Background: an optimization exercise with open tools, aiming at small area and a short achievable clock period. Do not read the settings as production practice.
RTL that was checked went through simulation tests only; none was proved equivalent to the original.
Function not checked in run 2: the RTL went through the layout flow alone.
The clock cells of run 1 come from the design's own scripts or RTL, not from TritonCTS.
No driver is modelled on the clock port, so clock power and skew are understated where the tree is cut down; a real chip needs a root buffer or a tree.
Power is estimated from default activity; no workload was simulated.

==> flow/design.v, too long to show whole: its modules and the start of the top module <==
// module alu: 66 lines
// module row_mux: 3 lines
// module row_mux_or: 3 lines
// module mul_cs: 616 lines
// module csa_fa: 4 lines
// module csa_fx: 4 lines
// module csa_x2: 3 lines
// module csa_or: 3 lines
// module booth_row2: 4 lines
// module booth_row4: 4 lines
// module booth_row6: 4 lines
// module booth_row8: 4 lines
// module booth_row10: 4 lines
// module booth_row12: 4 lines
// module booth_row14: 4 lines
// module booth_row16: 4 lines
// module booth_row18: 4 lines
// module booth_row20: 4 lines
// module booth_row22: 4 lines
// module booth_row24: 4 lines
// module booth_row26: 4 lines
// module booth_row28: 4 lines
// module booth_row30: 4 lines
// module booth_row32: 4 lines
// module csa_xn: 3 lines
// module pfx_add: 541 lines
// module pfx_nand: 3 lines
// module pfx_nor: 3 lines
// module pfx_xnor: 3 lines
// module pfx_inv: 3 lines
// module pfx_aoi: 3 lines
// module pfx_oai: 3 lines
module alu #(parameter DATA_WIDTH = 32, OP = 3)
(
    input wire start,
    input wire clk,
    input wire reset_n,
    input wire [DATA_WIDTH - 1 : 0] A,
    input wire [DATA_WIDTH - 1 : 0] B,
    input wire [OP - 1 : 0] op,
    output wire [DATA_WIDTH - 1 : 0] result,
    output reg done
);
  // ...
==> flow/flow/run.sh <==
#!/bin/bash
# The standard layout flow (standard.sh: ORFS with the standard flow's config and standard synthesis),
# with these changes:
#  - after floorplan, prep.tcl sets combinational cells to drive strength 1 (and gives
#    registers with a large fanout a stronger drive), so that the resizer, which sees the
#    placement, chooses the sizes;
#  - the ports are buffered with buf_2 cells (ORFS would pick clkdlybuf4s50_1 delay cells);
#  - the clock tree is two levels of clkbuf_16 buffers: 4 driven by the clock port, 8 leaf
#    buffers each at the centre of a group of registers (clock_tree.tcl, run by ORFS's cts
#    step in place of TritonCTS);
#  - repair_timing aims at a setup slack margin of 5.35 ns.
set -e
export BUFFER_PORTS_ARGS="-buffer_cell sky130_fd_sc_hd__buf_2"
export PRE_CTS_TCL=$(pwd)/flow/clock_tree.tcl
export CLK_GROUPS=8
export CLK_ROOTS=4
bash standard.sh SETUP_SLACK_MARGIN=5.35 floorplan > standard_floorplan.log 2>&1
ODB_IN=$(ls -d orfs/results/*/alu/base)/2_floorplan.odb FLOP_FANOUT=6 LIB_FILE=$FLOW_HOME/platforms/sky130hd/lib/sky130_fd_sc_hd__tt_025C_1v80.lib openroad -no_splash -exit flow/prep.tcl > prep.log 2>&1
bash standard.sh SETUP_SLACK_MARGIN=5.35 finish > standard.log 2>&1
==> flow/flow/clock_tree.tcl <==
# Clock tree built directly, in two levels: the clock port drives CLK_ROOTS clkbuf_16
# buffers, which drive CLK_GROUPS clkbuf_16 leaf buffers, each placed at the centre of one
# group of registers (the registers split by position) and driving that group's clock pins.
# Used in place of TritonCTS through the PRE_CTS_TCL hook of ORFS's cts step; the rest of the
# step (placement legalization, timing repair) runs as usual.
rename clock_tree_synthesis __orfs_clock_tree_synthesis
proc split_groups {items n} {
  set groups [list $items]
  set axis 0
  while {[llength $groups] < $n} {
    set new {}
    foreach g $groups {
      set g [lsort -integer -index $axis $g]
      set h [expr {[llength $g] / 2}]
      lappend new [lrange $g 0 [expr {$h - 1}]] [lrange $g $h end]
    }
    set groups $new
    set axis [expr {1 - $axis}]
  }
  return $groups
}
proc centre {g} {
  set sx 0; set sy 0
  foreach s $g { incr sx [lindex $s 0]; incr sy [lindex $s 1] }
  return [list [expr {$sx / [llength $g]}] [expr {$sy / [llength $g]}]]
}
proc clock_tree_synthesis {args} {
  set block [ord::get_db_block]
  set bufm [[ord::get_db] findMaster sky130_fd_sc_hd__clkbuf_16]
  set clknet [$block findNet clk]
  set sinks {}
  foreach it [$clknet getITerms] {
    set bb [[$it getInst] getBBox]
    lappend sinks [list [expr {([$bb xMin] + [$bb xMax]) / 2}] [expr {([$bb yMin] + [$bb yMax]) / 2}] $it]
  }
  # leaf buffers
  set leaves {}
  set i 0
  foreach g [split_groups $sinks $::env(CLK_GROUPS)] {
    lassign [centre $g] cx cy
    set buf [odb::dbInst_create $block $bufm "clkbuf_leaf_$i"]
    $buf setLocation $cx $cy
    $buf setPlacementStatus PLACED
    set net [odb::dbNet_create $block "clknet_leaf_$i"]
    $net setSigType CLOCK
    [$buf findITerm X] connect $net
    foreach s $g {
      set it [lindex $s 2]
      $it disconnect
      $it connect $net
    }
    lappend leaves [list $cx $cy [$buf findITerm A]]
    puts "clock leaf $i: [llength $g] registers at $cx $cy"
    incr i
  }
  # root buffers, driven by the clock port
  set i 0
  foreach g [split_groups $leaves $::env(CLK_ROOTS)] {
    lassign [centre $g] cx cy
    set buf [odb::dbInst_create $block $bufm "clkbuf_root_$i"]
    $buf setLocation $cx $cy
    $buf setPlacementStatus PLACED
    set net [odb::dbNet_create $block "clknet_root_$i"]
    $net setSigType CLOCK
    [$buf findITerm A] connect $clknet
    [$buf findITerm X] connect $net
    foreach s $g { [lindex $s 2] connect $net }
    puts "clock root $i: [llength $g] leaf buffers at $cx $cy"
    incr i
  }
  $clknet setSigType CLOCK
  global_connect
}
==> flow/flow/prep.tcl <==
# Runs on the floorplan database, before placement:
#  0. synthesis buffers are removed;
#  1. every combinational cell that synthesis gave a larger drive strength is set back to
#     its drive-1 version; the resizer, which sees the placement, sizes cells afterwards;
#  2. registers whose output drives more than FLOP_FANOUT pins get the drive-4 version of
#     their cell (same cell type, larger drive strength).
read_db $::env(ODB_IN)
read_liberty $::env(LIB_FILE)
# synthesis buffers go first (placement would remove them anyway), so that register
# fanouts are counted as placement will see them
remove_buffers
set db [ord::get_db]
set block [ord::get_db_block]
set n 0
set f 0
foreach inst [$block getInsts] {
  set m [$inst getMaster]
  set name [$m getName]
  if {[$m isSequential]} {
    if {[regexp {^(sky130_fd_sc_hd__dfxtp)_([0-9]+)$} $name -> base size]} {
      set q [$inst findITerm Q]
      set net [$q getNet]
      if {$net ne "NULL" && [llength [$net getITerms]] - 1 > $::env(FLOP_FANOUT)} {
        $inst swapMaster [$db findMaster ${base}_4]
        incr f
      }
    }
    continue
  }
  if {[regexp {^(sky130_fd_sc_hd__[a-z0-9]+)_([0-9]+)$} $name -> base size] && $size > 1} {
    if {[string match "*df*" $base] || [string match "*dl*" $base] || [string match "*clk*" $base]} { continue }
    set new [$db findMaster ${base}_1]
    if {$new ne "NULL"} { $inst swapMaster $new; incr n }
  }
}
puts "downsized $n instances, upsized $f registers"
write_db $::env(ODB_IN)
==> flow/standard.sh <==
#!/bin/bash
# synth_recipe.tcl (not shown) runs the flow's synth.tcl, then flattens the netlist and writes it again
# the make line also repeats each setting of config.mk as NAME=value (left out here)
make -C /OpenROAD-flow-scripts/flow DESIGN_CONFIG=/design/flow/config.mk WORK_HOME=/design/flow/orfs CLKGATE_MAP_FILE= SYNTH_SCRIPT=/design/flow/synth_recipe.tcl "${@:-finish}"
==> flow/config.mk <==
export PLATFORM = sky130hd
export DESIGN_NAME = alu
export DESIGN_NICKNAME = alu
export VERILOG_FILES = /design/flow/design.v
export SDC_FILE = /design/flow/constraint.sdc
export NUM_CORES = 4
export LEC_CHECK = 0
export CAP_MARGIN = 20
export CORE_MARGIN = 2
export CORE_UTILIZATION = 45
export SETUP_SLACK_MARGIN = 5
export SLEW_MARGIN = 20
export SYNTH_HIERARCHICAL = 1
export SYNTH_MINIMUM_KEEP_SIZE = 0
==> flow/constraint.sdc <==
create_clock -name core_clock -period 9.5 [get_ports {clk}]
set_input_delay 1.9000 -clock core_clock [delete_from_list [all_inputs] [get_ports {clk}]]
set_output_delay 1.9000 -clock core_clock [all_outputs]
set_load 0.01 [all_outputs]
==> flow_metrics.tcl, run 1 <==
set metrics [dict create \
    synthesis.nets 2052 \
    finalSetupViolCount 0 \
    synth_top_area_share_pct 22.0 \
    cts_setup_buffers 0 \
    n_tap_cell 518 \
    synthMostInstantiatedCell "xnor2_1" \
    power_frac_comb_pct 81.5 \
    crit_end "x_r[29]$_DFF_P_" \
    die_x_um 203 \
    pg_comb_mw 6.54 \
    routedWlPerCell_um 24.9 \
    synthXorXnorAreaFrac_pct 20.9 \
    ioPinCount 103 \
    ys_ff_latch 151 \
    path_depth 8 \
    status "finished clean" \
    hp-start "done_reg$_DFF_PN0_" \
    seq_area_um2 3310 \
    core_area_um2 38900 \
    pre_cts_ws_ns 5.31 \
    grt_setup_unrepaired "yes" \
    fin_nets 2101 \
    grt_pass1_vias 14200 \
    r2r_setup_slack_ns 5.38 \
    muxShareOfSynthArea_pct 0 \
    holdWs_ns 0.365 \
    synth_area_per_cell_um2 10.0 \
    yosysWarnings 7 \
    yosys.area_share.adder_pct 22.0 \
    critPathSlowestCell "dfxtp_4" \
    slowest_delay_ns 0.71 \
]
==> run 2: changes to the inputs <==
--- a/flow/design.v
+++ b/flow/design.v
@@ -38,2 +38,4 @@
   end endgenerate
+  wire [31:0] mxn, myn;
+  mul_cs u_mul (.a(a_r), .bone(bone_r), .btwo(btwo_r), .nneg(nneg_r), .xn(mxn), .yn(myn));
   wire is_and = (op_r == 3'b000);
@@ -51,4 +53,7 @@
   wire [31:0] nxn = ~nx, nyn = ~ny;
-  mul_cs u_mul (.a(a_r), .bone(bone_r), .btwo(btwo_r), .nneg(nneg_r), .seln(mul_n), .nxn(nxn), .nyn(nyn),
-                .xd(xd), .yd(yd));
+  genvar gm;
+  generate for (gm = 0; gm < 32; gm = gm + 4) begin : rowmux
+    row_mux4 u_x (.seln({4{mul_n}}), .an(mxn[gm+3:gm]), .bn(nxn[gm+3:gm]), .y(xd[gm+3:gm]));
+    row_mux4 u_y (.seln({4{mul_n}}), .an(myn[gm+3:gm]), .bn(nyn[gm+3:gm]), .y(yd[gm+3:gm]));
+  end endgenerate
   reg        cinn_r, lt_r;
@@ -66,45 +71,95 @@
 endmodule
-module row_mux (input wire seln, input wire an, input wire otn, output wire y);
-  assign y = ~((seln | an) & otn);
-endmodule
-module row_mux_or (input wire seln, input wire an, input wire bn, input wire otn, output wire y);
-  assign y = ~((seln | an | bn) & otn);
+module row_mux4 (input wire [3:0] seln, input wire [3:0] an, input wire [3:0] bn, output wire [3:0] y);
+  assign y = ~((seln | an) & bn);
 endmodule
 module mul_cs (input wire [31:0] a, input wire [15:0] bone, input wire [15:0] btwo,
-               input wire [15:0] nneg, input wire seln, input wire [31:0] nxn, input wire [31:0] nyn,
-               output wire [31:0] xd, output wire [31:0] yd);
+               input wire [15:0] nneg, output wire [31:0] xn, output wire [31:0] yn);
   wire [31:0] pn0;
-  booth_row32 u_row0 (.one(bone[0]), .two(btwo[0]), .a(a[31:0]), .nneg(nneg[0]), .ppn(pn0));
+  booth_pp4 u_pp0_1 (.one({4{bone[0]}}), .two({4{btwo[0]}}), .a(a[4:0]), .nneg({4{nneg[0]}}), .ppn(pn0[4:1]));
+  booth_pp4 u_pp0_5 (.one({4{bone[0]}}), .two({4{btwo[0]}}), .a(a[8:4]), .nneg({4{nneg[0]}}), .ppn(pn0[8:5]));
+  booth_pp4 u_pp0_9 (.one({4{bone[0]}}), .two({4{btwo[0]}}), .a(a[12:8]), .nneg({4{nneg[0]}}), .ppn(pn0[12:9]));
+  booth_pp4 u_pp0_13 (.one({4{bone[0]}}), .two({4{btwo[0]}}), .a(a[16:12]), .nneg({4{nneg[0]}}), .ppn(pn0[16:13]));
+  booth_pp4 u_pp0_17 (.one({4{bone[0]}}), .two({4{btwo[0]}}), .a(a[20:16]), .nneg({4{nneg[0]}}), .ppn(pn0[20:17]));
+  booth_pp4 u_pp0_21 (.one({4{bone[0]}}), .two({4{btwo[0]}}), .a(a[24:20]), .nneg({4{nneg[0]}}), .ppn(pn0[24:21]));
+  booth_pp4 u_pp0_25 (.one({4{bone[0]}}), .two({4{btwo[0]}}), .a(a[28:24]), .nneg({4{nneg[0]}}), .ppn(pn0[28:25]));
+  booth_pp3 u_pp0_29 (.one({3{bone[0]}}), .two({3{btwo[0]}}), .a(a[31:28]), .nneg({3{nneg[0]}}), .ppn(pn0[31:29]));
   wire [29:0] pn1;
-  booth_row30 u_row1 (.one(bone[1]), .two(btwo[1]), .a(a[29:0]), .nneg(nneg[1]), .ppn(pn1));
+  booth_pp4 u_pp1_1 (.one({4{bone[1]}}), .two({4{btwo[1]}}), .a(a[4:0]), .nneg({4{nneg[1]}}), .ppn(pn1[4:1]));
+  booth_pp4 u_pp1_5 (.one({4{bone[1]}}), .two({4{btwo[1]}}), .a(a[8:4]), .nneg({4{nneg[1]}}), .ppn(pn1[8:5]));
+  booth_pp4 u_pp1_9 (.one({4{bone[1]}}), .two({4{btwo[1]}}), .a(a[12:8]), .nneg({4{nneg[1]}}), .ppn(pn1[12:9]));
+  booth_pp4 u_pp1_13 (.one({4{bone[1]}}), .two({4{btwo[1]}}), .a(a[16:12]), .nneg({4{nneg[1]}}), .ppn(pn1[16:13]));
+  booth_pp4 u_pp1_17 (.one({4{bone[1]}}), .two({4{btwo[1]}}), .a(a[20:16]), .nneg({4{nneg[1]}}), .ppn(pn1[20:17]));
+  booth_pp4 u_pp1_21 (.one({4{bone[1]}}), .two({4{btwo[1]}}), .a(a[24:20]), .nneg({4{nneg[1]}}), .ppn(pn1[24:21]));
+  booth_pp5 u_pp1_25 (.one({5{bone[1]}}), .two({5{btwo[1]}}), .a(a[29:24]), .nneg({5{nneg[1]}}), .ppn(pn1[29:25]));
   wire [27:0] pn2;
-  booth_row28 u_row2 (.one(bone[2]), .two(btwo[2]), .a(a[27:0]), .nneg(nneg[2]), .ppn(pn2));
+  booth_pp4 u_pp2_1 (.one({4{bone[2]}}), .two({4{btwo[2]}}), .a(a[4:0]), .nneg({4{nneg[2]}}), .ppn(pn2[4:1]));
+  booth_pp4 u_pp2_5 (.one({4{bone[2]}}), .two({4{btwo[2]}}), .a(a[8:4]), .nneg({4{nneg[2]}}), .ppn(pn2[8:5]));
+  booth_pp4 u_pp2_9 (.one({4{bone[2]}}), .two({4{btwo[2]}}), .a(a[12:8]), .nneg({4{nneg[2]}}), .ppn(pn2[12:9]));
+  booth_pp4 u_pp2_13 (.one({4{bone[2]}}), .two({4{btwo[2]}}), .a(a[16:12]), .nneg({4{nneg[2]}}), .ppn(pn2[16:13]));
+  booth_pp4 u_pp2_17 (.one({4{bone[2]}}), .two({4{btwo[2]}}), .a(a[20:16]), .nneg({4{nneg[2]}}), .ppn(pn2[20:17]));
+  booth_pp4 u_pp2_21 (.one({4{bone[2]}}), .two({4{btwo[2]}}), .a(a[24:20]), .nneg({4{nneg[2]}}), .ppn(pn2[24:21]));
+  booth_pp3 u_pp2_25 (.one({3{bone[2]}}), .two({3{btwo[2]}}), .a(a[27:24]), .nneg({3{nneg[2]}}), .ppn(pn2[27:25]));
   wire [25:0] pn3;
-  booth_row26 u_row3 (.one(bone[3]), .two(btwo[3]), .a(a[25:0]), .nneg(nneg[3]), .ppn(pn3));
+  booth_pp4 u_pp3_1 (.one({4{bone[3]}}), .two({4{btwo[3]}}), .a(a[4:0]), .nneg({4{nneg[3]}}), .ppn(pn3[4:1]));
+  booth_pp4 u_pp3_5 (.one({4{bone[3]}}), .two({4{btwo[3]}}), .a(a[8:4]), .nneg({4{nneg[3]}}), .ppn(pn3[8:5]));
+  booth_pp4 u_pp3_9 (.one({4{bone[3]}}), .two({4{btwo[3]}}), .a(a[12:8]), .nneg({4{nneg[3]}}), .ppn(pn3[12:9]));
+  booth_pp4 u_pp3_13 (.one({4{bone[3]}}), .two({4{btwo[3]}}), .a(a[16:12]), .nneg({4{nneg[3]}}), .ppn(pn3[16:13]));
+  booth_pp4 u_pp3_17 (.one({4{bone[3]}}), .two({4{btwo[3]}}), .a(a[20:16]), .nneg({4{nneg[3]}}), .ppn(pn3[20:17]));
+  booth_pp5 u_pp3_21 (.one({5{bone[3]}}), .two({5{btwo[3]}}), .a(a[25:20]), .nneg({5{nneg[3]}}), .ppn(pn3[25:21]));
   wire [23:0] pn4;
-  booth_row24 u_row4 (.one(bone[4]), .two(btwo[4]), .a(a[23:0]), .nneg(nneg[4]), .ppn(pn4));
+  booth_pp4 u_pp4_1 (.one({4{bone[4]}}), .two({4{btwo[4]}}), .a(a[4:0]), .nneg({4{nneg[4]}}), .ppn(pn4[4:1]));
+  booth_pp4 u_pp4_5 (.one({4{bone[4]}}), .two({4{btwo[4]}}), .a(a[8:4]), .nneg({4{nneg[4]}}), .ppn(pn4[8:5]));
+  booth_pp4 u_pp4_9 (.one({4{bone[4]}}), .two({4{btwo[4]}}), .a(a[12:8]), .nneg({4{nneg[4]}}), .ppn(pn4[12:9]));
+  booth_pp4 u_pp4_13 (.one({4{bone[4]}}), .two({4{btwo[4]}}), .a(a[16:12]), .nneg({4{nneg[4]}}), .ppn(pn4[16:13]));
+  booth_pp4 u_pp4_17 (.one({4{bone[4]}}), .two({4{btwo[4]}}), .a(a[20:16]), .nneg({4{nneg[4]}}), .ppn(pn4[20:17]));
+  booth_pp3 u_pp4_21 (.one({3{bone[4]}}), .two({3{btwo[4]}}), .a(a[23:20]), .nneg({3{nneg[4]}}), .ppn(pn4[23:21]));
   wire [21:0] pn5;
-  booth_row22 u_row5 (.one(bone[5]), .two(btwo[5]), .a(a[21:0]), .nneg(nneg[5]), .ppn(pn5));
+  booth_pp4 u_pp5_1 (.one({4{bone[5]}}), .two({4{btwo[5]}}), .a(a[4:0]), .nneg({4{nneg[5]}}), .ppn(pn5[4:1]));
+  booth_pp4 u_pp5_5 (.one({4{bone[5]}}), .two({4{btwo[5]}}), .a(a[8:4]), .nneg({4{nneg[5]}}), .ppn(pn5[8:5]));
+  booth_pp4 u_pp5_9 (.one({4{bone[5]}}), .two({4{btwo[5]}}), .a(a[12:8]), .nneg({4{nneg[5]}}), .ppn(pn5[12:9]));
+  booth_pp4 u_pp5_13 (.one({4{bone[5]}}), .two({4{btwo[5]}}), .a(a[16:12]), .nneg({4{nneg[5]}}), .ppn(pn5[16:13]));
+  booth_pp5 u_pp5_17 (.one({5{bone[5]}}), .two({5{btwo[5]}}), .a(a[21:16]), .nneg({5{nneg[5]}}), .ppn(pn5[21:17]));
   wire [19:0] pn6;
-  booth_row20 u_row6 (.one(bone[6]), .two(btwo[6]), .a(a[19:0]), .nneg(nneg[6]), .ppn(pn6));
+  booth_pp4 u_pp6_1 (.one({4{bone[6]}}), .two({4{btwo[6]}}), .a(a[4:0]), .nneg({4{nneg[6]}}), .ppn(pn6[4:1]));
+  booth_pp4 u_pp6_5 (.one({4{bone[6]}}), .two({4{btwo[6]}}), .a(a[8:4]), .nneg({4{nneg[6]}}), .ppn(pn6[8:5]));
+  booth_pp4 u_pp6_9 (.one({4{bone[6]}}), .two({4{btwo[6]}}), .a(a[12:8]), .nneg({4{nneg[6]}}), .ppn(pn6[12:9]));
+  booth_pp4 u_pp6_13 (.one({4{bone[6]}}), .two({4{btwo[6]}}), .a(a[16:12]), .nneg({4{nneg[6]}}), .ppn(pn6[16:13]));
+  booth_pp3 u_pp6_17 (.one({3{bone[6]}}), .two({3{btwo[6]}}), .a(a[19:16]), .nneg({3{nneg[6]}}), .ppn(pn6[19:17]));
   wire [17:0] pn7;
-  booth_row18 u_row7 (.one(bone[7]), .two(btwo[7]), .a(a[17:0]), .nneg(nneg[7]), .ppn(pn7));
+  booth_pp4 u_pp7_1 (.one({4{bone[7]}}), .two({4{btwo[7]}}), .a(a[4:0]), .nneg({4{nneg[7]}}), .ppn(pn7[4:1]));
+  booth_pp4 u_pp7_5 (.one({4{bone[7]}}), .two({4{btwo[7]}}), .a(a[8:4]), .nneg({4{nneg[7]}}), .ppn(pn7[8:5]));
+  booth_pp4 u_pp7_9 (.one({4{bone[7]}}), .two({4{btwo[7]}}), .a(a[12:8]), .nneg({4{nneg[7]}}), .ppn(pn7[12:9]));
+  booth_pp5 u_pp7_13 (.one({5{bone[7]}}), .two({5{btwo[7]}}), .a(a[17:12]), .nneg({5{nneg[7]}}), .ppn(pn7[17:13]));
   wire [15:0] pn8;
-  booth_row16 u_row8 (.one(bone[8]), .two(btwo[8]), .a(a[15:0]), .nneg(nneg[8]), .ppn(pn8));
+  booth_pp4 u_pp8_1 (.one({4{bone[8]}}), .two({4{btwo[8]}}), .a(a[4:0]), .nneg({4{nneg[8]}}), .ppn(pn8[4:1]));
+  booth_pp4 u_pp8_5 (.one({4{bone[8]}}), .two({4{btwo[8]}}), .a(a[8:4]), .nneg({4{nneg[8]}}), .ppn(pn8[8:5]));
+  booth_pp4 u_pp8_9 (.one({4{bone[8]}}), .two({4{btwo[8]}}), .a(a[12:8]), .nneg({4{nneg[8]}}), .ppn(pn8[12:9]));
+  booth_pp3 u_pp8_13 (.one({3{bone[8]}}), .two({3{btwo[8]}}), .a(a[15:12]), .nneg({3{nneg[8]}}), .ppn(pn8[15:13]));
   wire [13:0] pn9;
-  booth_row14 u_row9 (.one(bone[9]), .two(btwo[9]), .a(a[13:0]), .nneg(nneg[9]), .ppn(pn9));
+  booth_pp4 u_pp9_1 (.one({4{bone[9]}}), .two({4{btwo[9]}}), .a(a[4:0]), .nneg({4{nneg[9]}}), .ppn(pn9[4:1]));
+  booth_pp4 u_pp9_5 (.one({4{bone[9]}}), .two({4{btwo[9]}}), .a(a[8:4]), .nneg({4{nneg[9]}}), .ppn(pn9[8:5]));
+  booth_pp5 u_pp9_9 (.one({5{bone[9]}}), .two({5{btwo[9]}}), .a(a[13:8]), .nneg({5{nneg[9]}}), .ppn(pn9[13:9]));
   wire [11:0] pn10;
-  booth_row12 u_row10 (.one(bone[10]), .two(btwo[10]), .a(a[11:0]), .nneg(nneg[10]), .ppn(pn10));
+  booth_pp4 u_pp10_1 (.one({4{bone[10]}}), .two({4{btwo[10]}}), .a(a[4:0]), .nneg({4{nneg[10]}}), .ppn(pn10[4:1]));
+  booth_pp4 u_pp10_5 (.one({4{bone[10]}}), .two({4{btwo[10]}}), .a(a[8:4]), .nneg({4{nneg[10]}}), .ppn(pn10[8:5]));
+  booth_pp3 u_pp10_9 (.one({3{bone[10]}}), .two({3{btwo[10]}}), .a(a[11:8]), .nneg({3{nneg[10]}}), .ppn(pn10[11:9]));
   wire [9:0] pn11;
-  booth_row10 u_row11 (.one(bone[11]), .two(btwo[11]), .a(a[9:0]), .nneg(nneg[11]), .ppn(pn11));
+  booth_pp4 u_pp11_1 (.one({4{bone[11]}}), .two({4{btwo[11]}}), .a(a[4:0]), .nneg({4{nneg[11]}}), .ppn(pn11[4:1]));
+  booth_pp5 u_pp11_5 (.one({5{bone[11]}}), .two({5{btwo[11]}}), .a(a[9:4]), .nneg({5{nneg[11]}}), .ppn(pn11[9:5]));
   wire [7:0] pn12;
-  booth_row8 u_row12 (.one(bone[12]), .two(btwo[12]), .a(a[7:0]), .nneg(nneg[12]), .ppn(pn12));
+  booth_pp4 u_pp12_1 (.one({4{bone[12]}}), .two({4{btwo[12]}}), .a(a[4:0]), .nneg({4{nneg[12]}}), .ppn(pn12[4:1]));
+  booth_pp3 u_pp12_5 (.one({3{bone[12]}}), .two({3{btwo[12]}}), .a(a[7:4]), .nneg({3{nneg[12]}}), .ppn(pn12[7:5]));
   wire [5:0] pn13;
-  booth_row6 u_row13 (.one(bone[13]), .two(btwo[13]), .a(a[5:0]), .nneg(nneg[13]), .ppn(pn13));
+  booth_pp5 u_pp13_1 (.one({5{bone[13]}}), .two({5{btwo[13]}}), .a(a[5:0]), .nneg({5{nneg[13]}}), .ppn(pn13[5:1]));
   wire [3:0] pn14;
-  booth_row4 u_row14 (.one(bone[14]), .two(btwo[14]), .a(a[3:0]), .nneg(nneg[14]), .ppn(pn14));
+  booth_pp3 u_pp14_1 (.one({3{bone[14]}}), .two({3{btwo[14]}}), .a(a[3:0]), .nneg({3{nneg[14]}}), .ppn(pn14[3:1]));
   wire [1:0] pn15;
-  booth_row2 u_row15 (.one(bone[15]), .two(btwo[15]), .a(a[1:0]), .nneg(nneg[15]), .ppn(pn15));
+  booth_pp1 u_pp15_1 (.one({1{bone[15]}}), .two({1{btwo[15]}}), .a(a[1:0]), .nneg({1{nneg[15]}}), .ppn(pn15[1:1]));
+  booth_pp04 u_ppz_0 (.one({bone[3], bone[2], bone[1], bone[0]}), .a0({a[0], a[0], a[0], a[0]}), .nneg({nneg[3], nneg[2], nneg[1], nneg[0]}), .ppn({pn3[0], pn2[0], pn1[0], pn0[0]}));
+  booth_pp04 u_ppz_1 (.one({bone[7], bone[6], bone[5], bone[4]}), .a0({a[0], a[0], a[0], a[0]}), .nneg({nneg[7], nneg[6], nneg[5], nneg[4]}), .ppn({pn7[0], pn6[0], pn5[0], pn4[0]}));
+  booth_pp04 u_ppz_2 (.one({bone[11], bone[10], bone[9], bone[8]}), .a0({a[0], a[0], a[0], a[0]}), .nneg({nneg[11], nneg[10], nneg[9], nneg[8]}), .ppn({pn11[0], pn10[0], pn9[0], pn8[0]}));
+  booth_pp04 u_ppz_3 (.one({bone[15], bone[14], bone[13], bone[12]}), .a0({a[0], a[0], a[0], a[0]}), .nneg({nneg[15], nneg[14], nneg[13], nneg[12]}), .ppn({pn15[0], pn14[0], pn13[0], pn12[0]}));
   wire hs2_0, hc2_0;
   csa_xn u_hs2_0 (.a(nneg[1]), .b(pn0[2]), .y(hs2_0));
+  csa_or u_hc2_0 (.a(nneg[1]), .b(pn0[2]), .y(hc2_0));
   wire hs3_1, hc3_1;
@@ -135,2 +190,3 @@
   csa_xn u_hs7_11 (.a(fc6_7), .b(hc6_8), .y(hs7_11));
+  csa_or u_hc7_11 (.a(fc6_7), .b(hc6_8), .y(hc7_11));
   wire fs8_12, fc8_12;
@@ -152,2 +208,3 @@
   csa_xn u_hs9_19 (.a(fc8_14), .b(hc8_15), .y(hs9_19));
+  csa_or u_hc9_19 (.a(fc8_14), .b(hc8_15), .y(hc9_19));
   wire fs10_20, fc10_20;
@@ -162,2 +219,3 @@
   csa_xn u_hs10_24 (.a(fc9_18), .b(fs10_23), .y(hs10_24));
+  csa_or u_hc10_24 (.a(fc9_18), .b(fs10_23), .y(hc10_24));
   wire fs11_25, fc11_25;
@@ -172,2 +230,3 @@
   csa_xn u_hs11_29 (.a(fc10_23), .b(fs11_28), .y(hs11_29));
+  csa_or u_hc11_29 (.a(fc10_23), .b(fs11_28), .y(hc11_29));
   wire fs12_30, fc12_30;
@@ -197,2 +256,3 @@
   csa_xn u_hs13_41 (.a(fc12_34), .b(hc12_35), .y(hs13_41));
+  csa_or u_hc13_41 (.a(fc12_34), .b(hc12_35), .y(hc13_41));
   wire fs14_42, fc14_42;
@@ -211,2 +271,3 @@
   csa_xn u_hs14_48 (.a(fc13_40), .b(fs14_47), .y(hs14_48));
+  csa_or u_hc14_48 (.a(fc13_40), .b(fs14_47), .y(hc14_48));
   wire fs15_49, fc15_49;
@@ -225,2 +286,3 @@
   csa_xn u_hs15_55 (.a(fc14_47), .b(fs15_54), .y(hs15_55));
+  csa_or u_hc15_55 (.a(fc14_47), .b(fs15_54), .y(hc15_55));
   wire fs16_56, fc16_56;
@@ -241,2 +303,3 @@
   csa_xn u_hs16_63 (.a(fc15_54), .b(fs16_62), .y(hs16_63));
+  csa_or u_hc16_63 (.a(fc15_54), .b(fs16_62), .y(hc16_63));
   wire fs17_64, fc17_64;
@@ -257,2 +320,3 @@
   csa_xn u_hs17_71 (.a(fc16_62), .b(fs17_70), .y(hs17_71));
+  csa_or u_hc17_71 (.a(fc16_62), .b(fs17_70), .y(hc17_71));
   wire fs18_72, fc18_72;
@@ -294,2 +358,3 @@
   csa_xn u_hs19_89 (.a(fc18_79), .b(hc18_80), .y(hs19_89));
+  csa_or u_hc19_89 (.a(fc18_79), .b(hc18_80), .y(hc19_89));
   wire fs20_90, fc20_90;
@@ -314,2 +379,3 @@
   csa_xn u_hs20_99 (.a(fc19_88), .b(fs20_98), .y(hs20_99));
+  csa_or u_hc20_99 (.a(fc19_88), .b(fs20_98), .y(hc20_99));
   wire fs21_100, fc21_100;
@@ -334,2 +400,3 @@
   csa_xn u_hs21_109 (.a(fc20_98), .b(fs21_108), .y(hs21_109));
+  csa_or u_hc21_109 (.a(fc20_98), .b(fs21_108), .y(hc21_109));
   wire fs22_110, fc22_110;
@@ -356,2 +423,3 @@
   csa_xn u_hs22_120 (.a(fc21_108), .b(fs22_119), .y(hs22_120));
+  csa_or u_hc22_120 (.a(fc21_108), .b(fs22_119), .y(hc22_120));
   wire fs23_121, fc23_121;
@@ -378,2 +446,3 @@
   csa_xn u_hs23_131 (.a(fc22_119), .b(fs23_130), .y(hs23_131));
+  csa_or u_hc23_131 (.a(fc22_119), .b(fs23_130), .y(hc23_131));
   wire fs24_132, fc24_132;
@@ -402,2 +471,3 @@
   csa_xn u_hs24_143 (.a(fc23_130), .b(fs24_142), .y(hs24_143));
+  csa_or u_hc24_143 (.a(fc23_130), .b(fs24_142), .y(hc24_143));
   wire fs25_144, fc25_144;
@@ -426,2 +496,3 @@
   csa_xn u_hs25_155 (.a(fc24_142), .b(fs25_154), .y(hs25_155));
+  csa_or u_hc25_155 (.a(fc24_142), .b(fs25_154), .y(hc25_155));
   wire fs26_156, fc26_156;
@@ -452,2 +523,3 @@
   csa_xn u_hs26_168 (.a(fc25_154), .b(fs26_167), .y(hs26_168));
+  csa_or u_hc26_168 (.a(fc25_154), .b(fs26_167), .y(hc26_168));
   wire fs27_169, fc27_169;
@@ -507,2 +579,3 @@
   csa_xn u_hs28_195 (.a(fc27_180), .b(hc27_181), .y(hs28_195));
+  csa_or u_hc28_195 (.a(fc27_180), .b(hc27_181), .y(hc28_195));
   wire fs29_196, fc29_196;
@@ -535,2 +608,3 @@
   csa_xn u_hs29_209 (.a(fc28_194), .b(fs29_208), .y(hs29_209));
+  csa_or u_hc29_209 (.a(fc28_194), .b(fs29_208), .y(hc29_209));
   wire fs30_210, fc30_210;
@@ -565,2 +639,3 @@
   csa_xn u_hs30_224 (.a(fc29_208), .b(fs30_223), .y(hs30_224));
+  csa_or u_hc30_224 (.a(fc29_208), .b(fs30_223), .y(hc30_224));
   wire x31_225;
@@ -623,66 +698,66 @@
   csa_xn u_x31_253 (.a(x31_252), .b(fc30_223), .y(x31_253));
-  row_mux u_xd0 (.seln(seln), .an(pn0[0]), .otn(nxn[0]), .y(xd[0]));
-  row_mux u_yd0 (.seln(seln), .an(nneg[0]), .otn(nyn[0]), .y(yd[0]));
-  row_mux u_xd1 (.seln(seln), .an(pn0[1]), .otn(nxn[1]), .y(xd[1]));
-  row_mux u_yd1 (.seln(seln), .an(1'b1), .otn(nyn[1]), .y(yd[1]));
-  row_mux u_xd2 (.seln(seln), .an(pn1[0]), .otn(nxn[2]), .y(xd[2]));
-  row_mux u_yd2 (.seln(seln), .an(hs2_0), .otn(nyn[2]), .y(yd[2]));
-  row_mux_or u_xd3 (.seln(seln), .an(nneg[1]), .bn(pn0[2]), .otn(nxn[3]), .y(xd[3]));
-  row_mux u_yd3 (.seln(seln), .an(hs3_1), .otn(nyn[3]), .y(yd[3]));
-  row_mux u_xd4 (.seln(seln), .an(fs4_2), .otn(nxn[4]), .y(xd[4]));
-  row_mux u_yd4 (.seln(seln), .an(hs4_3), .otn(nyn[4]), .y(yd[4]));
-  row_mux u_xd5 (.seln(seln), .an(fs5_4), .otn(nxn[5]), .y(xd[5]));
-  row_mux u_yd5 (.seln(seln), .an(hs5_5), .otn(nyn[5]), .y(yd[5]));
-  row_mux u_xd6 (.seln(seln), .an(fs6_7), .otn(nxn[6]), .y(xd[6]));
-  row_mux u_yd6 (.seln(seln), .an(hs6_8), .otn(nyn[6]), .y(yd[6]));
-  row_mux u_xd7 (.seln(seln), .an(fs7_10), .otn(nxn[7]), .y(xd[7]));
-  row_mux u_yd7 (.seln(seln), .an(hs7_11), .otn(nyn[7]), .y(yd[7]));
-  row_mux_or u_xd8 (.seln(seln), .an(fc6_7), .bn(hc6_8), .otn(nxn[8]), .y(xd[8]));
-  row_mux u_yd8 (.seln(seln), .an(hs8_15), .otn(nyn[8]), .y(yd[8]));
-  row_mux u_xd9 (.seln(seln), .an(fs9_18), .otn(nxn[9]), .y(xd[9]));
-  row_mux u_yd9 (.seln(seln), .an(hs9_19), .otn(nyn[9]), .y(yd[9]));
-  row_mux_or u_xd10 (.seln(seln), .an(fc8_14), .bn(hc8_15), .otn(nxn[10]), .y(xd[10]));
-  row_mux u_yd10 (.seln(seln), .an(hs10_24), .otn(nyn[10]), .y(yd[10]));
-  row_mux_or u_xd11 (.seln(seln), .an(fc9_18), .bn(fs10_23), .otn(nxn[11]), .y(xd[11]));
-  row_mux u_yd11 (.seln(seln), .an(hs11_29), .otn(nyn[11]), .y(yd[11]));
-  row_mux_or u_xd12 (.seln(seln), .an(fc10_23), .bn(fs11_28), .otn(nxn[12]), .y(xd[12]));
-  row_mux u_yd12 (.seln(seln), .an(hs12_35), .otn(nyn[12]), .y(yd[12]));
-  row_mux u_xd13 (.seln(seln), .an(fs13_40), .otn(nxn[13]), .y(xd[13]));
-  row_mux u_yd13 (.seln(seln), .an(hs13_41), .otn(nyn[13]), .y(yd[13]));
-  row_mux_or u_xd14 (.seln(seln), .an(fc12_34), .bn(hc12_35), .otn(nxn[14]), .y(xd[14]));
-  row_mux u_yd14 (.seln(seln), .an(hs14_48), .otn(nyn[14]), .y(yd[14]));
-  row_mux_or u_xd15 (.seln(seln), .an(fc13_40), .bn(fs14_47), .otn(nxn[15]), .y(xd[15]));
-  row_mux u_yd15 (.seln(seln), .an(hs15_55), .otn(nyn[15]), .y(yd[15]));
-  row_mux_or u_xd16 (.seln(seln), .an(fc14_47), .bn(fs15_54), .otn(nxn[16]), .y(xd[16]));
-  row_mux u_yd16 (.seln(seln), .an(hs16_63), .otn(nyn[16]), .y(yd[16]));
-  row_mux_or u_xd17 (.seln(seln), .an(fc15_54), .bn(fs16_62), .otn(nxn[17]), .y(xd[17]));
-  row_mux u_yd17 (.seln(seln), .an(hs17_71), .otn(nyn[17]), .y(yd[17]));
-  row_mux_or u_xd18 (.seln(seln), .an(fc16_62), .bn(fs17_70), .otn(nxn[18]), .y(xd[18]));
-  row_mux u_yd18 (.seln(seln), .an(hs18_80), .otn(nyn[18]), .y(yd[18]));
-  row_mux u_xd19 (.seln(seln), .an(fs19_88), .otn(nxn[19]), .y(xd[19]));
-  row_mux u_yd19 (.seln(seln), .an(hs19_89), .otn(nyn[19]), .y(yd[19]));
-  row_mux_or u_xd20 (.seln(seln), .an(fc18_79), .bn(hc18_80), .otn(nxn[20]), .y(xd[20]));
-  row_mux u_yd20 (.seln(seln), .an(hs20_99), .otn(nyn[20]), .y(yd[20]));
-  row_mux_or u_xd21 (.seln(seln), .an(fc19_88), .bn(fs20_98), .otn(nxn[21]), .y(xd[21]));
-  row_mux u_yd21 (.seln(seln), .an(hs21_109), .otn(nyn[21]), .y(yd[21]));
-  row_mux_or u_xd22 (.seln(seln), .an(fc20_98), .bn(fs21_108), .otn(nxn[22]), .y(xd[22]));
-  row_mux u_yd22 (.seln(seln), .an(hs22_120), .otn(nyn[22]), .y(yd[22]));
-  row_mux_or u_xd23 (.seln(seln), .an(fc21_108), .bn(fs22_119), .otn(nxn[23]), .y(xd[23]));
-  row_mux u_yd23 (.seln(seln), .an(hs23_131), .otn(nyn[23]), .y(yd[23]));
-  row_mux_or u_xd24 (.seln(seln), .an(fc22_119), .bn(fs23_130), .otn(nxn[24]), .y(xd[24]));
-  row_mux u_yd24 (.seln(seln), .an(hs24_143), .otn(nyn[24]), .y(yd[24]));
-  row_mux_or u_xd25 (.seln(seln), .an(fc23_130), .bn(fs24_142), .otn(nxn[25]), .y(xd[25]));
-  row_mux u_yd25 (.seln(seln), .an(hs25_155), .otn(nyn[25]), .y(yd[25]));
-  row_mux_or u_xd26 (.seln(seln), .an(fc24_142), .bn(fs25_154), .otn(nxn[26]), .y(xd[26]));
-  row_mux u_yd26 (.seln(seln), .an(hs26_168), .otn(nyn[26]), .y(yd[26]));
-  row_mux_or u_xd27 (.seln(seln), .an(fc25_154), .bn(fs26_167), .otn(nxn[27]), .y(xd[27]));
-  row_mux u_yd27 (.seln(seln), .an(hs27_181), .otn(nyn[27]), .y(yd[27]));
-  row_mux u_xd28 (.seln(seln), .an(fs28_194), .otn(nxn[28]), .y(xd[28]));
-  row_mux u_yd28 (.seln(seln), .an(hs28_195), .otn(nyn[28]), .y(yd[28]));
-  row_mux_or u_xd29 (.seln(seln), .an(fc27_180), .bn(hc27_181), .otn(nxn[29]), .y(xd[29]));
-  row_mux u_yd29 (.seln(seln), .an(hs29_209), .otn(nyn[29]), .y(yd[29]));
-  row_mux_or u_xd30 (.seln(seln), .an(fc28_194), .bn(fs29_208), .otn(nxn[30]), .y(xd[30]));
-  row_mux u_yd30 (.seln(seln), .an(hs30_224), .otn(nyn[30]), .y(yd[30]));
-  row_mux_or u_xd31 (.seln(seln), .an(fc29_208), .bn(fs30_223), .otn(nxn[31]), .y(xd[31]));
-  row_mux u_yd31 (.seln(seln), .an(x31_253), .otn(nyn[31]), .y(yd[31]));
+  assign xn[0] = pn0[0];
+  assign yn[0] = nneg[0];
+  assign xn[1] = pn0[1];
+  assign yn[1] = 1'b1;
+  assign xn[2] = pn1[0];
+  assign yn[2] = hs2_0;
+  assign xn[3] = hc2_0;
+  assign yn[3] = hs3_1;
+  assign xn[4] = fs4_2;
+  assign yn[4] = hs4_3;
+  assign xn[5] = fs5_4;
+  assign yn[5] = hs5_5;
+  assign xn[6] = fs6_7;
+  assign yn[6] = hs6_8;
+  assign xn[7] = fs7_10;
+  assign yn[7] = hs7_11;
+  assign xn[8] = hc7_11;
+  assign yn[8] = hs8_15;
+  assign xn[9] = fs9_18;
+  assign yn[9] = hs9_19;
+  assign xn[10] = hc9_19;
+  assign yn[10] = hs10_24;
+  assign xn[11] = hc10_24;
+  assign yn[11] = hs11_29;
+  assign xn[12] = hc11_29;
+  assign yn[12] = hs12_35;
+  assign xn[13] = fs13_40;
+  assign yn[13] = hs13_41;
+  assign xn[14] = hc13_41;
+  assign yn[14] = hs14_48;
+  assign xn[15] = hc14_48;
+  assign yn[15] = hs15_55;
+  assign xn[16] = hc15_55;
+  assign yn[16] = hs16_63;
+  assign xn[17] = hc16_63;
+  assign yn[17] = hs17_71;
+  assign xn[18] = hc17_71;
+  assign yn[18] = hs18_80;
+  assign xn[19] = fs19_88;
+  assign yn[19] = hs19_89;
+  assign xn[20] = hc19_89;
+  assign yn[20] = hs20_99;
+  assign xn[21] = hc20_99;
+  assign yn[21] = hs21_109;
+  assign xn[22] = hc21_109;
+  assign yn[22] = hs22_120;
+  assign xn[23] = hc22_120;
+  assign yn[23] = hs23_131;
+  assign xn[24] = hc23_131;
+  assign yn[24] = hs24_143;
+  assign xn[25] = hc24_143;
+  assign yn[25] = hs25_155;
+  assign xn[26] = hc25_155;
+  assign yn[26] = hs26_168;
+  assign xn[27] = hc26_168;
+  assign yn[27] = hs27_181;
+  assign xn[28] = fs28_194;
+  assign yn[28] = hs28_195;
+  assign xn[29] = hc28_195;
+  assign yn[29] = hs29_209;
+  assign xn[30] = hc29_209;
+  assign yn[30] = hs30_224;
+  assign xn[31] = hc30_224;
+  assign yn[31] = x31_253;
 endmodule
@@ -702,65 +777,20 @@
 endmodule
-module booth_row2 (input wire one, input wire two, input wire [1:0] a, input wire nneg,
-                   output wire [1:0] ppn);
-  assign ppn = (({2{one}} & a) | ({2{two}} & {a[0:0], 1'b0})) ^ {2{nneg}};
-endmodule
-module booth_row4 (input wire one, input wire two, input wire [3:0] a, input wire nneg,
-                   output wire [3:0] ppn);
-  assign ppn = (({4{one}} & a) | ({4{two}} & {a[2:0], 1'b0})) ^ {4{nneg}};
-endmodule
-module booth_row6 (input wire one, input wire two, input wire [5:0] a, input wire nneg,
-                   output wire [5:0] ppn);
-  assign ppn = (({6{one}} & a) | ({6{two}} & {a[4:0], 1'b0})) ^ {6{nneg}};
-endmodule
-module booth_row8 (input wire one, input wire two, input wire [7:0] a, input wire nneg,
-                   output wire [7:0] ppn);
-  assign ppn = (({8{one}} & a) | ({8{two}} & {a[6:0], 1'b0})) ^ {8{nneg}};
-endmodule
-module booth_row10 (input wire one, input wire two, input wire [9:0] a, input wire nneg,
-                   output wire [9:0] ppn);
-  assign ppn = (({10{one}} & a) | ({10{two}} & {a[8:0], 1'b0})) ^ {10{nneg}};
-endmodule
-module booth_row12 (input wire one, input wire two, input wire [11:0] a, input wire nneg,
-                   output wire [11:0] ppn);
-  assign ppn = (({12{one}} & a) | ({12{two}} & {a[10:0], 1'b0})) ^ {12{nneg}};
-endmodule
-module booth_row14 (input wire one, input wire two, input wire [13:0] a, input wire nneg,
-                   output wire [13:0] ppn);
-  assign ppn = (({14{one}} & a) | ({14{two}} & {a[12:0], 1'b0})) ^ {14{nneg}};
-endmodule
-module booth_row16 (input wire one, input wire two, input wire [15:0] a, input wire nneg,
-                   output wire [15:0] ppn);
-  assign ppn = (({16{one}} & a) | ({16{two}} & {a[14:0], 1'b0})) ^ {16{nneg}};
-endmodule
-module booth_row18 (input wire one, input wire two, input wire [17:0] a, input wire nneg,
-                   output wire [17:0] ppn);
-  assign ppn = (({18{one}} & a) | ({18{two}} & {a[16:0], 1'b0})) ^ {18{nneg}};
-endmodule
-module booth_row20 (input wire one, input wire two, input wire [19:0] a, input wire nneg,
-                   output wire [19:0] ppn);
-  assign ppn = (({20{one}} & a) | ({20{two}} & {a[18:0], 1'b0})) ^ {20{nneg}};
-endmodule
-module booth_row22 (input wire one, input wire two, input wire [21:0] a, input wire nneg,
-                   output wire [21:0] ppn);
-  assign ppn = (({22{one}} & a) | ({22{two}} & {a[20:0], 1'b0})) ^ {22{nneg}};
-endmodule
-module booth_row24 (input wire one, input wire two, input wire [23:0] a, input wire nneg,
-                   output wire [23:0] ppn);
-  assign ppn = (({24{one}} & a) | ({24{two}} & {a[22:0], 1'b0})) ^ {24{nneg}};
-endmodule
-module booth_row26 (input wire one, input wire two, input wire [25:0] a, input wire nneg,
-                   output wire [25:0] ppn);
-  assign ppn = (({26{one}} & a) | ({26{two}} & {a[24:0], 1'b0})) ^ {26{nneg}};
-endmodule
-module booth_row28 (input wire one, input wire two, input wire [27:0] a, input wire nneg,
-                   output wire [27:0] ppn);
-  assign ppn = (({28{one}} & a) | ({28{two}} & {a[26:0], 1'b0})) ^ {28{nneg}};
-endmodule
-module booth_row30 (input wire one, input wire two, input wire [29:0] a, input wire nneg,
-                   output wire [29:0] ppn);
-  assign ppn = (({30{one}} & a) | ({30{two}} & {a[28:0], 1'b0})) ^ {30{nneg}};
-endmodule
-module booth_row32 (input wire one, input wire two, input wire [31:0] a, input wire nneg,
-                   output wire [31:0] ppn);
-  assign ppn = (({32{one}} & a) | ({32{two}} & {a[30:0], 1'b0})) ^ {32{nneg}};
+module booth_pp1 (input wire [0:0] one, input wire [0:0] two, input wire [1:0] a,
+                  input wire [0:0] nneg, output wire [0:0] ppn);
+  assign ppn = ((one & a[1:1]) | (two & a[0:0])) ^ nneg;
+endmodule
+module booth_pp3 (input wire [2:0] one, input wire [2:0] two, input wire [3:0] a,
+                  input wire [2:0] nneg, output wire [2:0] ppn);
+  assign ppn = ((one & a[3:1]) | (two & a[2:0])) ^ nneg;
+endmodule
+module booth_pp4 (input wire [3:0] one, input wire [3:0] two, input wire [4:0] a,
+                  input wire [3:0] nneg, output wire [3:0] ppn);
+  assign ppn = ((one & a[4:1]) | (two & a[3:0])) ^ nneg;
+endmodule
+module booth_pp5 (input wire [4:0] one, input wire [4:0] two, input wire [5:0] a,
+                  input wire [4:0] nneg, output wire [4:0] ppn);
+  assign ppn = ((one & a[5:1]) | (two & a[4:0])) ^ nneg;
+endmodule
+module booth_pp04 (input wire [3:0] one, input wire [3:0] a0, input wire [3:0] nneg, output wire [3:0] ppn);
+  assign ppn = (one & a0) ^ nneg;
 endmodule
@@ -771,3 +801,3 @@
                 output wire [31:0] s);
-  wire [31:0] gn, pn, tn;
+  wire [31:0] gn, pn;
   genvar gi;
@@ -776,130 +806,129 @@
     pfx_xnor u_p (.a(x[gi]), .b(y[gi]), .y(pn[gi]));
-    pfx_nor u_t (.a(x[gi]), .b(y[gi]), .y(tn[gi]));
   end endgenerate
   wire G0_0;
-  pfx_oai u_G0_0 (.gn(gn[0]), .pn(tn[0]), .gln(cinn), .y(G0_0));
+  pfx_oai u_G0_0 (.gn(gn[0]), .pn(pn[0]), .gln(cinn), .y(G0_0));
   wire G0_1;
-  pfx_oai u_G0_1 (.gn(gn[1]), .pn(tn[1]), .gln(gn[0]), .y(G0_1));
+  pfx_oai u_G0_1 (.gn(gn[1]), .pn(pn[1]), .gln(gn[0]), .y(G0_1));
   wire P0_1;
-  pfx_nor u_P0_1 (.a(tn[1]), .b(tn[0]), .y(P0_1));
+  pfx_nor u_P0_1 (.a(pn[1]), .b(pn[0]), .y(P0_1));
   wire G0_2;
-  pfx_oai u_G0_2 (.gn(gn[2]), .pn(tn[2]), .gln(gn[1]), .y(G0_2));
+  pfx_oai u_G0_2 (.gn(gn[2]), .pn(pn[2]), .gln(gn[1]), .y(G0_2));
   wire P0_2;
-  pfx_nor u_P0_2 (.a(tn[2]), .b(tn[1]), .y(P0_2));
+  pfx_nor u_P0_2 (.a(pn[2]), .b(pn[1]), .y(P0_2));
   wire G0_3;
-  pfx_oai u_G0_3 (.gn(gn[3]), .pn(tn[3]), .gln(gn[2]), .y(G0_3));
+  pfx_oai u_G0_3 (.gn(gn[3]), .pn(pn[3]), .gln(gn[2]), .y(G0_3));
   wire P0_3;
-  pfx_nor u_P0_3 (.a(tn[3]), .b(tn[2]), .y(P0_3));
+  pfx_nor u_P0_3 (.a(pn[3]), .b(pn[2]), .y(P0_3));
   wire G0_4;
-  pfx_oai u_G0_4 (.gn(gn[4]), .pn(tn[4]), .gln(gn[3]), .y(G0_4));
+  pfx_oai u_G0_4 (.gn(gn[4]), .pn(pn[4]), .gln(gn[3]), .y(G0_4));
   wire P0_4;
-  pfx_nor u_P0_4 (.a(tn[4]), .b(tn[3]), .y(P0_4));
+  pfx_nor u_P0_4 (.a(pn[4]), .b(pn[3]), .y(P0_4));
   wire G0_5;
-  pfx_oai u_G0_5 (.gn(gn[5]), .pn(tn[5]), .gln(gn[4]), .y(G0_5));
+  pfx_oai u_G0_5 (.gn(gn[5]), .pn(pn[5]), .gln(gn[4]), .y(G0_5));
   wire P0_5;
-  pfx_nor u_P0_5 (.a(tn[5]), .b(tn[4]), .y(P0_5));
+  pfx_nor u_P0_5 (.a(pn[5]), .b(pn[4]), .y(P0_5));
   wire G0_6;
-  pfx_oai u_G0_6 (.gn(gn[6]), .pn(tn[6]), .gln(gn[5]), .y(G0_6));
+  pfx_oai u_G0_6 (.gn(gn[6]), .pn(pn[6]), .gln(gn[5]), .y(G0_6));
   wire P0_6;
-  pfx_nor u_P0_6 (.a(tn[6]), .b(tn[5]), .y(P0_6));
+  pfx_nor u_P0_6 (.a(pn[6]), .b(pn[5]), .y(P0_6));
   wire G0_7;
-  pfx_oai u_G0_7 (.gn(gn[7]), .pn(tn[7]), .gln(gn[6]), .y(G0_7));
+  pfx_oai u_G0_7 (.gn(gn[7]), .pn(pn[7]), .gln(gn[6]), .y(G0_7));
   wire P0_7;
-  pfx_nor u_P0_7 (.a(tn[7]), .b(tn[6]), .y(P0_7));
+  pfx_nor u_P0_7 (.a(pn[7]), .b(pn[6]), .y(P0_7));
   wire G0_8;
-  pfx_oai u_G0_8 (.gn(gn[8]), .pn(tn[8]), .gln(gn[7]), .y(G0_8));
+  pfx_oai u_G0_8 (.gn(gn[8]), .pn(pn[8]), .gln(gn[7]), .y(G0_8));
   wire P0_8;
-  pfx_nor u_P0_8 (.a(tn[8]), .b(tn[7]), .y(P0_8));
+  pfx_nor u_P0_8 (.a(pn[8]), .b(pn[7]), .y(P0_8));
   wire G0_9;
-  pfx_oai u_G0_9 (.gn(gn[9]), .pn(tn[9]), .gln(gn[8]), .y(G0_9));
+  pfx_oai u_G0_9 (.gn(gn[9]), .pn(pn[9]), .gln(gn[8]), .y(G0_9));
   wire P0_9;
-  pfx_nor u_P0_9 (.a(tn[9]), .b(tn[8]), .y(P0_9));
+  pfx_nor u_P0_9 (.a(pn[9]), .b(pn[8]), .y(P0_9));
   wire G0_10;
-  pfx_oai u_G0_10 (.gn(gn[10]), .pn(tn[10]), .gln(gn[9]), .y(G0_10));
+  pfx_oai u_G0_10 (.gn(gn[10]), .pn(pn[10]), .gln(gn[9]), .y(G0_10));
   wire P0_10;
-  pfx_nor u_P0_10 (.a(tn[10]), .b(tn[9]), .y(P0_10));
+  pfx_nor u_P0_10 (.a(pn[10]), .b(pn[9]), .y(P0_10));
   wire G0_11;
-  pfx_oai u_G0_11 (.gn(gn[11]), .pn(tn[11]), .gln(gn[10]), .y(G0_11));
+  pfx_oai u_G0_11 (.gn(gn[11]), .pn(pn[11]), .gln(gn[10]), .y(G0_11));
   wire P0_11;
-  pfx_nor u_P0_11 (.a(tn[11]), .b(tn[10]), .y(P0_11));
+  pfx_nor u_P0_11 (.a(pn[11]), .b(pn[10]), .y(P0_11));
   wire G0_12;
-  pfx_oai u_G0_12 (.gn(gn[12]), .pn(tn[12]), .gln(gn[11]), .y(G0_12));
+  pfx_oai u_G0_12 (.gn(gn[12]), .pn(pn[12]), .gln(gn[11]), .y(G0_12));
   wire P0_12;
-  pfx_nor u_P0_12 (.a(tn[12]), .b(tn[11]), .y(P0_12));
+  pfx_nor u_P0_12 (.a(pn[12]), .b(pn[11]), .y(P0_12));
   wire G0_13;
-  pfx_oai u_G0_13 (.gn(gn[13]), .pn(tn[13]), .gln(gn[12]), .y(G0_13));
+  pfx_oai u_G0_13 (.gn(gn[13]), .pn(pn[13]), .gln(gn[12]), .y(G0_13));
   wire P0_13;
-  pfx_nor u_P0_13 (.a(tn[13]), .b(tn[12]), .y(P0_13));
+  pfx_nor u_P0_13 (.a(pn[13]), .b(pn[12]), .y(P0_13));
   wire G0_14;
-  pfx_oai u_G0_14 (.gn(gn[14]), .pn(tn[14]), .gln(gn[13]), .y(G0_14));
+  pfx_oai u_G0_14 (.gn(gn[14]), .pn(pn[14]), .gln(gn[13]), .y(G0_14));
   wire P0_14;
-  pfx_nor u_P0_14 (.a(tn[14]), .b(tn[13]), .y(P0_14));
+  pfx_nor u_P0_14 (.a(pn[14]), .b(pn[13]), .y(P0_14));
   wire G0_15;
-  pfx_oai u_G0_15 (.gn(gn[15]), .pn(tn[15]), .gln(gn[14]), .y(G0_15));
+  pfx_oai u_G0_15 (.gn(gn[15]), .pn(pn[15]), .gln(gn[14]), .y(G0_15));
   wire P0_15;
-  pfx_nor u_P0_15 (.a(tn[15]), .b(tn[14]), .y(P0_15));
+  pfx_nor u_P0_15 (.a(pn[15]), .b(pn[14]), .y(P0_15));
   wire G0_16;
-  pfx_oai u_G0_16 (.gn(gn[16]), .pn(tn[16]), .gln(gn[15]), .y(G0_16));
+  pfx_oai u_G0_16 (.gn(gn[16]), .pn(pn[16]), .gln(gn[15]), .y(G0_16));
   wire P0_16;
-  pfx_nor u_P0_16 (.a(tn[16]), .b(tn[15]), .y(P0_16));
+  pfx_nor u_P0_16 (.a(pn[16]), .b(pn[15]), .y(P0_16));
   wire G0_17;
-  pfx_oai u_G0_17 (.gn(gn[17]), .pn(tn[17]), .gln(gn[16]), .y(G0_17));
+  pfx_oai u_G0_17 (.gn(gn[17]), .pn(pn[17]), .gln(gn[16]), .y(G0_17));
   wire P0_17;
-  pfx_nor u_P0_17 (.a(tn[17]), .b(tn[16]), .y(P0_17));
+  pfx_nor u_P0_17 (.a(pn[17]), .b(pn[16]), .y(P0_17));
   wire G0_18;
-  pfx_oai u_G0_18 (.gn(gn[18]), .pn(tn[18]), .gln(gn[17]), .y(G0_18));
+  pfx_oai u_G0_18 (.gn(gn[18]), .pn(pn[18]), .gln(gn[17]), .y(G0_18));
   wire P0_18;
-  pfx_nor u_P0_18 (.a(tn[18]), .b(tn[17]), .y(P0_18));
+  pfx_nor u_P0_18 (.a(pn[18]), .b(pn[17]), .y(P0_18));
   wire G0_19;
-  pfx_oai u_G0_19 (.gn(gn[19]), .pn(tn[19]), .gln(gn[18]), .y(G0_19));
+  pfx_oai u_G0_19 (.gn(gn[19]), .pn(pn[19]), .gln(gn[18]), .y(G0_19));
   wire P0_19;
-  pfx_nor u_P0_19 (.a(tn[19]), .b(tn[18]), .y(P0_19));
+  pfx_nor u_P0_19 (.a(pn[19]), .b(pn[18]), .y(P0_19));
   wire G0_20;
-  pfx_oai u_G0_20 (.gn(gn[20]), .pn(tn[20]), .gln(gn[19]), .y(G0_20));
+  pfx_oai u_G0_20 (.gn(gn[20]), .pn(pn[20]), .gln(gn[19]), .y(G0_20));
   wire P0_20;
-  pfx_nor u_P0_20 (.a(tn[20]), .b(tn[19]), .y(P0_20));
+  pfx_nor u_P0_20 (.a(pn[20]), .b(pn[19]), .y(P0_20));
   wire G0_21;
-  pfx_oai u_G0_21 (.gn(gn[21]), .pn(tn[21]), .gln(gn[20]), .y(G0_21));
+  pfx_oai u_G0_21 (.gn(gn[21]), .pn(pn[21]), .gln(gn[20]), .y(G0_21));
   wire P0_21;
-  pfx_nor u_P0_21 (.a(tn[21]), .b(tn[20]), .y(P0_21));
+  pfx_nor u_P0_21 (.a(pn[21]), .b(pn[20]), .y(P0_21));
   wire G0_22;
-  pfx_oai u_G0_22 (.gn(gn[22]), .pn(tn[22]), .gln(gn[21]), .y(G0_22));
+  pfx_oai u_G0_22 (.gn(gn[22]), .pn(pn[22]), .gln(gn[21]), .y(G0_22));
   wire P0_22;
-  pfx_nor u_P0_22 (.a(tn[22]), .b(tn[21]), .y(P0_22));
+  pfx_nor u_P0_22 (.a(pn[22]), .b(pn[21]), .y(P0_22));
   wire G0_23;
-  pfx_oai u_G0_23 (.gn(gn[23]), .pn(tn[23]), .gln(gn[22]), .y(G0_23));
+  pfx_oai u_G0_23 (.gn(gn[23]), .pn(pn[23]), .gln(gn[22]), .y(G0_23));
   wire P0_23;
-  pfx_nor u_P0_23 (.a(tn[23]), .b(tn[22]), .y(P0_23));
+  pfx_nor u_P0_23 (.a(pn[23]), .b(pn[22]), .y(P0_23));
   wire G0_24;
-  pfx_oai u_G0_24 (.gn(gn[24]), .pn(tn[24]), .gln(gn[23]), .y(G0_24));
+  pfx_oai u_G0_24 (.gn(gn[24]), .pn(pn[24]), .gln(gn[23]), .y(G0_24));
   wire P0_24;
-  pfx_nor u_P0_24 (.a(tn[24]), .b(tn[23]), .y(P0_24));
+  pfx_nor u_P0_24 (.a(pn[24]), .b(pn[23]), .y(P0_24));
   wire G0_25;
-  pfx_oai u_G0_25 (.gn(gn[25]), .pn(tn[25]), .gln(gn[24]), .y(G0_25));
+  pfx_oai u_G0_25 (.gn(gn[25]), .pn(pn[25]), .gln(gn[24]), .y(G0_25));
   wire P0_25;
-  pfx_nor u_P0_25 (.a(tn[25]), .b(tn[24]), .y(P0_25));
+  pfx_nor u_P0_25 (.a(pn[25]), .b(pn[24]), .y(P0_25));
   wire G0_26;
-  pfx_oai u_G0_26 (.gn(gn[26]), .pn(tn[26]), .gln(gn[25]), .y(G0_26));
+  pfx_oai u_G0_26 (.gn(gn[26]), .pn(pn[26]), .gln(gn[25]), .y(G0_26));
   wire P0_26;
-  pfx_nor u_P0_26 (.a(tn[26]), .b(tn[25]), .y(P0_26));
+  pfx_nor u_P0_26 (.a(pn[26]), .b(pn[25]), .y(P0_26));
   wire G0_27;
-  pfx_oai u_G0_27 (.gn(gn[27]), .pn(tn[27]), .gln(gn[26]), .y(G0_27));
+  pfx_oai u_G0_27 (.gn(gn[27]), .pn(pn[27]), .gln(gn[26]), .y(G0_27));
   wire P0_27;
-  pfx_nor u_P0_27 (.a(tn[27]), .b(tn[26]), .y(P0_27));
+  pfx_nor u_P0_27 (.a(pn[27]), .b(pn[26]), .y(P0_27));
   wire G0_28;
-  pfx_oai u_G0_28 (.gn(gn[28]), .pn(tn[28]), .gln(gn[27]), .y(G0_28));
+  pfx_oai u_G0_28 (.gn(gn[28]), .pn(pn[28]), .gln(gn[27]), .y(G0_28));
   wire P0_28;
-  pfx_nor u_P0_28 (.a(tn[28]), .b(tn[27]), .y(P0_28));
+  pfx_nor u_P0_28 (.a(pn[28]), .b(pn[27]), .y(P0_28));
   wire G0_29;
-  pfx_oai u_G0_29 (.gn(gn[29]), .pn(tn[29]), .gln(gn[28]), .y(G0_29));
+  pfx_oai u_G0_29 (.gn(gn[29]), .pn(pn[29]), .gln(gn[28]), .y(G0_29));
   wire P0_29;
-  pfx_nor u_P0_29 (.a(tn[29]), .b(tn[28]), .y(P0_29));
+  pfx_nor u_P0_29 (.a(pn[29]), .b(pn[28]), .y(P0_29));
   wire G0_30;
-  pfx_oai u_G0_30 (.gn(gn[30]), .pn(tn[30]), .gln(gn[29]), .y(G0_30));
+  pfx_oai u_G0_30 (.gn(gn[30]), .pn(pn[30]), .gln(gn[29]), .y(G0_30));
   wire P0_30;
-  pfx_nor u_P0_30 (.a(tn[30]), .b(tn[29]), .y(P0_30));
+  pfx_nor u_P0_30 (.a(pn[30]), .b(pn[29]), .y(P0_30));
   wire G0_31;
-  pfx_oai u_G0_31 (.gn(gn[31]), .pn(tn[31]), .gln(gn[30]), .y(G0_31));
+  pfx_oai u_G0_31 (.gn(gn[31]), .pn(pn[31]), .gln(gn[30]), .y(G0_31));
   wire P0_31;
-  pfx_nor u_P0_31 (.a(tn[31]), .b(tn[30]), .y(P0_31));
+  pfx_nor u_P0_31 (.a(pn[31]), .b(pn[30]), .y(P0_31));
   wire iv1;
==> flow/run.sh (new file) <==
#!/bin/bash
# synth_recipe.tcl (not shown) runs the flow's synth.tcl, then flattens the netlist and writes it again
# the make line also repeats each setting of config.mk as NAME=value (left out here)
make -C /OpenROAD-flow-scripts/flow DESIGN_CONFIG=/design/flow/config.mk WORK_HOME=/design/flow/orfs CLKGATE_MAP_FILE= SYNTH_SCRIPT=/design/flow/synth_recipe.tcl finish
removed: flow/flow/run.sh
removed: flow/flow/clock_tree.tcl
removed: flow/flow/prep.tcl
removed: flow/standard.sh
==> run 2 against run 1 <==
Effect of this change:
- total power up 9.9%
- core utilization up 6.4 points
- maximum frequency is 12% lower
- hold slack lost 0.0048 ns
- clock power is 64% higher
- via count hardly changed
- still clean on timing, DRC and antenna
- synthesized cell count fell by 1.8%
- register-to-register slack worse by 0.28 ns
- critical path depth up 2
- clock skew decreased by 0.0099 ns
- synthesized area grew 0.81%
- largest power group unchanged
==> flow_metrics.tcl, run 2 <==
set metrics [dict create \
    status "finished clean" \
    hold_buffers 0 \
    gp_congestion 0.891 \
    die_x_um 204 \
    yosys-top-cells-area "fa_1 (22%), xnor2_1 (19%), a22oi_2 (18%)" \
    worstSetupPathType "reg -> out" \
    fin_nets 2137 \
    synth_top_area_share_pct 21.8 \
    finalSetupViolCount 0 \
    grt_setup_unrepaired "yes" \
    grt_antenna_before_repair 2 \
    yosysWarnings 7 \
    synthMostInstantiatedCell "xnor2_1" \
    synth_edf_count 0 \
    core_area_um2 39600 \
    grt_pass1_vias 15100 \
    ioPinCount 103 \
    syn2layout_area_growth_pct 17.9 \
    final_hold_viol_count 0 \
    drc 0 \
    ys_ff_latch 151 \
    synthesis.nets 2019 \
    routedWlPerCell_um 24.7 \
]
[run 2: critical path, stage by stage, from the launching register on]
cell and delay, ns:
dfxtp_1 0.34, xnor2_2 0.29, o21ai_2 0.13, a21oi_2 0.22, buf_4 0.15, o21ai_2 0.06
a21oi_2 0.22, o21ai_4 0.11, xor2_4 0.18, nor2_4 0.09, clkdlybuf4s50_1 0.53
[run 2: final cells by class]
type / instances / area [um2]
Antenna cell: 1 / 2.50
Tap cell: 525 / 657
Clock buffer: 19 / 443
Sequential cell: 151 / 3120
Timing Repair Buffer: 186 / 1750
Fill cell: 3539 / 18400
Multi-Input combinational cell: 1487 / 15000
Clock inverter: 13 / 134
Inverter: 28 / 105
[run 2: kinds of logic after synthesis]
logic type	count (synthesis)	share of synthesized area, %
AND/OR/NAND/NOR	313	7.58
other	1	0.0208
XOR/XNOR	426	20.7
flip-flops	151	16.8
buffers and inverters	115	4.32
adder cells (fa/ha/maj)	196	21.8
AO/OA/AOI/OAI	551	28.7
[run 2: through the flow]
| stage | cell area, um2 | cells | hold slack, ns | total power, mW | setup WS (ns) |
|---|---|---|---|---|---|
| floorplan | 18000 | 1753 | 0.331 | 8.09 | 4.99 |
| global placement | 19300 | 2329 | 0.339 | 7.61 | 4.83 |
| detailed placement | 19300 | 2329 | 0.348 | 7.70 | 4.76 |
| CTS | 20700 | 2394 | 0.363 | 8.65 | 4.83 |
| global route | 21200 | 2409 | 0.364 | 9.63 | 4.73 |
| finish | 21200 | 2410 | 0.360 | 8.83 | 4.83 |
[run 2: worst paths after layout]
| path | start | slack (ns) | to | cells after the start |
|---|---|---|---|---|
| max | y_r[2]$_DFF_P_ | 4.83 | result[25] | 10 |
| max reg2reg | bone_r[5]$_DFF_P_ | 5.10 | x_r[31]$_DFF_P_ | 10 |
| min in group asynchronous | reset_n | 1.60 | done$_DFF_PN0_ | 1 |
| min | done_reg$_DFF_PN0_ | 0.36 | done$_DFF_PN0_ | 0 |
| min reg2reg | done_reg$_DFF_PN0_ | 0.36 | done$_DFF_PN0_ | 0 |
| max in group asynchronous | reset_n | 7.78 | done_reg$_DFF_PN0_ | 1 |
[run 2: per-layer routing]
metal	global-route usage (%)	routed length, um	part of all wire [%]
met4	11.3	2260	3.8
met1	37.4	24600	41
met2	48.3	28200	47
met3	5.72	4310	7.3
met5	0	0	0
[run 2: per-module statistics from Yosys, one instance, submodules excluded, a selection]
| module | times used | cell area, um2 | flops+latches |
|---|---|---|---|
| booth_pp5 | 7 | 106 | 0 |
| csa_fa | 196 | 20.0 | 0 |
| pfx_xnor | 32 | 8.76 | 0 |
| booth_pp3 | 8 | 63.8 | 0 |
| csa_xn | 58 | 8.76 | 0 |
| pfx_nand | 78 | 3.75 | 0 |
| pfx_inv | 11 | 3.75 | 0 |
| booth_pp04 | 4 | 50.0 | 0 |
| alu | 1 | 4750 | 151 |
| row_mux4 | 16 | 20.0 | 0 |
| pfx_nor | 57 | 3.75 | 0 |
| pfx_oai | 78 | 5.00 | 0 |
| mul_cs | 1 | 462 | 0 |
| pfx_add | 1 | 504 | 0 |
| pfx_aoi | 57 | 8.76 | 0 |
| csa_or | 29 | 6.26 | 0 |
[run 2: where the power goes]
| part | total [mW] | switching [mW] | leakage (nW) | internal, mW |
|---|---|---|---|---|
| logic | 7.13 | 3.61 | 5.46 | 3.52 |
| registers | 1.00 | 0.232 | 1.28 | 0.768 |
| clock network | 0.695 | 0.320 | 0.274 | 0.375 |
[run 2: timing repair]
item | 4_1_cts | 5_1_grt
setup endpoints to repair | 34 | 28
endpoints found under the hold margin | 0 | 0
pin swaps | 29 | 22
gates resized for setup | 131 | 91
buffers inserted | 33 | 15

Setup slack of run 2, layout unchanged: 4.828 ns with ideal ports, 4.774 ns with driving cells assumed (clock clkbuf_16, inputs buf_2), 5.096 ns with port delays also shifted by the 0.506 ns mid clock arrival.
